This is an optimization exercise on Yosys and OpenROAD, whose aim is small area and a short achievable clock period, not a production implementation. Function was checked by simulation only, so behaviour that the tests miss may differ from the original. Power and IR drop assume default switching activity.

willow:
==> flow/design.v (excerpt) <==
module CPU(
    clk,
    rst_n,
    in_valid,
    instruction,
    out_valid,
    instruction_fail,
    out_0,
    out_1,
    out_2,
    out_3,
    out_4,
    out_5
);
clock: 4.5 ns
lec_check: 0
cap_margin: 20
core_margin: 2
core_utilization: 45
setup_slack_margin: 2.2
slew_margin: 20
standard.sh (not shown) runs the stock make flow with config.mk's settings and CLKGATE_MAP_FILE= SYNTH_SCRIPT=/design/flow/synth_recipe.tcl, a recipe that flattens the netlist after the stock synthesis.
==> flow/flow/run.sh <==
#!/bin/bash
# The standard layout, with plain buf_2 cells as the port buffers (the default
# port buffer here is the slower and larger clkdlybuf4s50_1).
set -euo pipefail
bash standard.sh BUFFER_PORTS_ARGS="-buffer_cell sky130_fd_sc_hd__buf_2" finish > run_standard.log 2>&1
Every stage of the flow completed for willow, and the final layout passed the timing, design-rule and antenna checks.
> inputs changed (willow -> maple)
- putting PLACE_DENSITY at 0.7 where nothing was set
- swapping 2.2 for 2.0 in SETUP_SLACK_MARGIN
[summary]
maple: no failed stages, no open violations at the end. The higher sequential share of layout area came out of maple. [maple vs willow] non-clock buffer count: lower in maple. In the reports for maple and willow, the smaller core utilization belongs to maple.

---

## old
CPU again, from the RTL that the note above started with.
==> flow/config.mk <==
export PLATFORM = sky130hd
export DESIGN_NAME = CPU
export DESIGN_NICKNAME = CPU
export VERILOG_FILES = /design/flow/design.v
export SDC_FILE = /design/flow/constraint.sdc
export NUM_CORES = 4
export LEC_CHECK = 0
export CAP_MARGIN = 20
export CORE_MARGIN = 2
export CORE_UTILIZATION = 55
export SETUP_SLACK_MARGIN = 2.0
export SLEW_MARGIN = 20
==> flow/constraint.sdc <==
create_clock -name core_clock -period 4.5 [get_ports {clk}]
set_input_delay 0.9000 -clock core_clock [delete_from_list [all_inputs] [get_ports {clk}]]
set_output_delay 0.9000 -clock core_clock [all_outputs]
set_load 0.01 [all_outputs]
Scripts as last shown in full above: flow/flow/run.sh
--- input diff old..new ---
# old
export LEC_CHECK = 0
export CAP_MARGIN = 20
export CORE_MARGIN = 2
export CORE_UTILIZATION = 55
export SETUP_SLACK_MARGIN = 2.0
export SLEW_MARGIN = 20
create_clock -name core_clock -period 4.5 [get_ports {clk}]
# new
export LEC_CHECK = 0
export CAP_MARGIN = 0
export CORE_MARGIN = 2
export CORE_UTILIZATION = 45
export SETUP_SLACK_MARGIN = 2.0
export SLEW_MARGIN = 0
create_clock -name core_clock -period 4.5 [get_ports {clk}]
Notes after the runs:
- Of new and old, it is new that has the higher total power of the final layout.
- From old to new the numbers moved as follows: wire length lost about 0.8%, fmax picked up an extra 2.1%, final worst setup slack picked up an extra 0.052 ns, wire length of the first global-routing pass picked up an extra 0.75%.
- Summary: with old as the reference, full die area in new moved up by more than 10%.

---

== exp/cedar ==
CPU, a different RTL version from the one above (not shown whole).
For scale: about 280 flip-flops, roughly 130 I/O pins, ~0.018 mm² of cells after synthesis.
// CPU
module CPU(
    clk,
    rst_n,
    in_valid,
    instruction,
    out_valid,
    instruction_fail,
    out_0,
    out_1,
    out_2,
    out_3,
    out_4,
    out_5
);
input clk;
input rst_n;
input in_valid;
input [31:0] instruction;
output logic out_valid, instruction_fail;
output logic [15:0] out_0, out_1, out_2, out_3, out_4, out_5;
function automatic [5:0] regsel(input [4:0] c);
    regsel[0] =  c[0] & ~c[1];
    regsel[1] = ~c[0] &  c[1];
    regsel[2] = ~c[4];
    regsel[3] =  c[2] & ~c[3];
    regsel[4] =  c[2] &  c[3];
    regsel[5] =  c[4] & ~c[0] & ~c[1] & ~c[2];
endfunction
wire [5:0] opc = instruction[31:26];
wire [5:0] fn  = instruction[5:0];
wire is_r    = (opc == 6'b000000);
wire is_addi = (opc == 6'b001000);
wire f_add   = is_r & (fn == 6'b100000);
wire f_mult  = is_r & (fn == 6'b011000);
wire f_sll   = is_r & (fn == 6'b000000);
wire f_sra   = is_r & (fn == 6'b000010);
wire f_relu  = is_r & (fn == 6'b110001);
wire f_lrelu = is_r & (fn == 6'b110010);
  ...
clock: 4.5 ns
lec_check: 0
cap_margin: 20
core_margin: 2
core_utilization: 50
setup_slack_margin: 2.0
slew_margin: 20
Scripts as last shown in full above: flow/flow/run.sh
#### Input delta (exp/ember over exp/cedar)
- changing CORE_UTILIZATION from 50 to 65
- changing SETUP_SLACK_MARGIN from 2.0 to 2.3
==> flow/run.sh (new file) <==
#!/bin/bash
# synth_recipe.tcl (not shown) runs the flow's synth.tcl, then flattens the netlist and writes it again
# the make line also repeats each setting of config.mk as NAME=value (left out here)
make -C /OpenROAD-flow-scripts/flow DESIGN_CONFIG=/design/flow/config.mk WORK_HOME=/design/flow/orfs CLKGATE_MAP_FILE= SYNTH_SCRIPT=/design/flow/synth_recipe.tcl finish
removed: flow/flow/run.sh
removed: flow/standard.sh
--- outcome ---
- exp/ember vs exp/cedar on post-CTS setup buffer count: exp/ember is the higher one.
- Instance area at placement in exp/ember is 3.5% higher than in exp/cedar
- Post-CTS resize count came out higher on exp/ember than on exp/cedar.
- No stage failed in exp/cedar, and the final checks on the layout all came back clean.
- Status: exp/ember FAILED at global routing (5_1_grt) (tool error)
- exp/cedar has a higher die boundary height than exp/ember.
- Going from exp/cedar to exp/ember, total half-perimeter wirelength after legalization and detailed placement went down by 1900 µm; post-placement cell count decreased by 85 relative to the old numbers; initial cell density of the core +15 points.
- Between exp/ember and exp/cedar, the difference in area of the mapped netlist is negligible.
- Comparing exp/ember against exp/cedar, there is no change at all in number of clock sinks.
diff inputs: exp/ember => exp/indigo
- SETUP_SLACK_MARGIN: 2.3 -> 2.0
- CTS_BUF_LIST: unset -> sky130_fd_sc_hd__clkbuf_4 sky130_fd_sc_hd__clkbuf_8
- CORE_UTILIZATION: 65 -> 45
### Flow results
- exp/indigo | status: complete | timing, DRC, antenna: pass
- In the metrics for exp/ember and exp/indigo, the one carrying the lower post-DP HPWL is exp/ember.
- Reported for exp/ember and exp/indigo, number of instances in the synthesized netlist turned out identical to the last digit.
- Per the comparison of exp/indigo with exp/ember, synthesized net count did not really move; effective utilization at floorplan shrank by 20 points.
Here is what was changed in the inputs of exp/zinc compared with exp/indigo.
- CTS_BUF_LIST removed (was sky130_fd_sc_hd__clkbuf_4 sky130_fd_sc_hd__clkbuf_8)
- CORE_UTILIZATION changed from 45 to 65
Notes after the runs:
exp/zinc has completed all stages; timing, DRC and antenna checks passed.
exp/zinc vs. exp/indigo: sequential cell area share went up by 0.26 points, final cell count lower, proportion of power drawn by combinational gates now smaller.

---

CPU with an RTL version that a note above also has.
Size in the first run: about 2,000 cells after synthesis, roughly 280 flip-flops, ~18,000 µm² of cells after synthesis.
clock: 4.5 ns
lec_check: 0
cap_margin: 20
core_margin: 2
core_utilization: 45
place_density: 0.8
setup_slack_margin: 2.0
slew_margin: 20
==> flow/flow/run.sh <==
#!/bin/bash
# The standard layout, with plain buf_2 cells as the port buffers (the default
# port buffer here is the slower and larger clkdlybuf4s50_1).
set -euo pipefail
bash standard.sh BUFFER_PORTS_ARGS="-buffer_cell sky130_fd_sc_hd__buf_2" finish > run_standard.log 2>&1
The first run produced a clean layout.
Edit:
--- a/flow/config.mk
+++ b/flow/config.mk
@@ -9,5 +9,4 @@
 export CORE_MARGIN = 2
 export CORE_UTILIZATION = 45
-export PLACE_DENSITY = 0.8
 export SETUP_SLACK_MARGIN = 2.0
 export SLEW_MARGIN = 20
=> The new run finished with timing, DRC and antenna clean. Maximum frequency is higher by about 2.4%. Via count is lower by about 2.7%. Total power is higher by about 3.2%. Register-to-register slack gains 0.06 ns. First-iteration DRC count is lower by about 8%. Worst setup slack gains 0.059 ns. Cell area is higher by 1.1%. Wire length is higher by 4.4%.
Edit:
--- a/flow/config.mk
+++ b/flow/config.mk
@@ -9,4 +9,4 @@
 export CORE_MARGIN = 2
 export CORE_UTILIZATION = 45
-export SETUP_SLACK_MARGIN = 2.0
+export SETUP_SLACK_MARGIN = 1.7
 export SLEW_MARGIN = 20
Combinational power fell by roughly a tenth.
Non-clock buffer count fell by 50.
Cell count fell by a few percent.
Utilization fell by 3.2 points.
Worst setup slack degrades by 0.27 ns.
Power fell by a few percent.

---

== v6 ==
CPU, a different RTL version from the one above (not shown whole).
Size in the first run: ~280 flip-flops, about 130 I/O pins, roughly 0.018 mm2 of cells after synthesis.
## CPU
module CPU(
    clk,
    rst_n,
    in_valid,
    instruction,
    out_valid,
    instruction_fail,
    out_0,
    out_1,
    out_2,
    out_3,
    out_4,
    out_5
);
Settings: LEC_CHECK=0, CAP_MARGIN=20, CORE_MARGIN=2, CORE_UTILIZATION=40, SETUP_SLACK_MARGIN=2.5, SLEW_MARGIN=20; clock period 4.5 ns.
run.sh (not shown) runs the stock make flow with config.mk's settings and CLKGATE_MAP_FILE= SYNTH_SCRIPT=/design/flow/synth_recipe.tcl, a recipe that flattens the netlist after the stock synthesis.
Stock flow here: none of the scripts above is used.
The inputs of v7 differ from those of v6 as listed below.
--- a/flow/config.mk
+++ b/flow/config.mk
@@ -11 +10,0 @@
-export SETUP_SLACK_MARGIN = 2.5
==> comparison <==
Comparing routed wire length for v7 and v6, the bigger number came from v6. Hold slack: v7 vs v6 — no meaningful difference. Side by side, clock skew turned out higher in v7 than in v6. [compare] base=v6 new=v7: static leakage dropped 20%; combinational share of power went down by 10 points; total global-route track usage has decreased; sequential standard cell area moved down. As far as number of storage elements in the synthesis netlist goes, v7 and v6 are indistinguishable; the numbers are identical. Global-route wire length before repair shrinks by more than 10% when moving from v6 to v7. v7 vs v6, most common cell after layout, fill and taps aside: sky130_fd_sc_hd__nand2_1 vs sky130_fd_sc_hd__buf_4. Between v7 and v6, the CTS clock-pin slew for the worst setup and hold paths does not differ in any meaningful way.

## port drivers added, routing unchanged
No port has a modelled driver above. Below, the same layouts with a new extraction and two added sets of constraints. Step 1 sets driving cells, clkbuf_16 on the clock port and buf_2 on the other inputs (assumed; they add their load-dependent delay and slew). Step 2 times the ports against the registers' clock, not the clock port: input delays grow and output delays shrink by t, the midpoint of the rising clock arrivals with the driver on. Slacks: ideal ports / drivers / drivers and shift; pairs: ideal ports / drivers.
| run | shift t [ns] | setup slack, ns | worst register clock-pin slew, ns |
|---|---|---|---|
| willow | 0.640 | 1.973 / 1.973 / 1.713 | 0.07 / 0.07 |
| maple | 0.628 | 1.944 / 1.944 / 1.691 | 0.07 / 0.07 |
| old | 0.633 | 1.938 / 1.938 / 1.678 | 0.07 / 0.07 |
| new | 0.600 | 1.990 / 1.990 / 1.683 | 0.07 / 0.07 |
| exp/cedar | 0.629 | 1.937 / 1.937 / 1.777 | 0.07 / 0.07 |
| exp/indigo | 0.673 | 1.966 / 1.966 / 1.491 | 0.07 / 0.07 |
| exp/zinc | 0.611 | 1.765 / 1.765 / 1.625 | 0.07 / 0.07 |
| the first run of note 4 | 0.618 | 1.929 / 1.929 / 1.715 | 0.07 / 0.07 |
| the second run of note 4 | 0.598 | 1.988 / 1.988 / 1.688 | 0.07 / 0.07 |
| the third run of note 4 | 0.635 | 1.715 / 1.715 / 1.715 | 0.07 / 0.07 |
| v6 | 0.631 | 1.631 / 1.631 / 1.631 | 0.07 / 0.07 |
| v7 | 0.627 | 1.138 / 1.138 / 1.138 | 0.07 / 0.07 |
After both steps every run listed still meets setup and hold. For exp/indigo, which loses most, drivers alone change the setup slack by 0.000 ns; drivers and shift together by -0.475 ns.
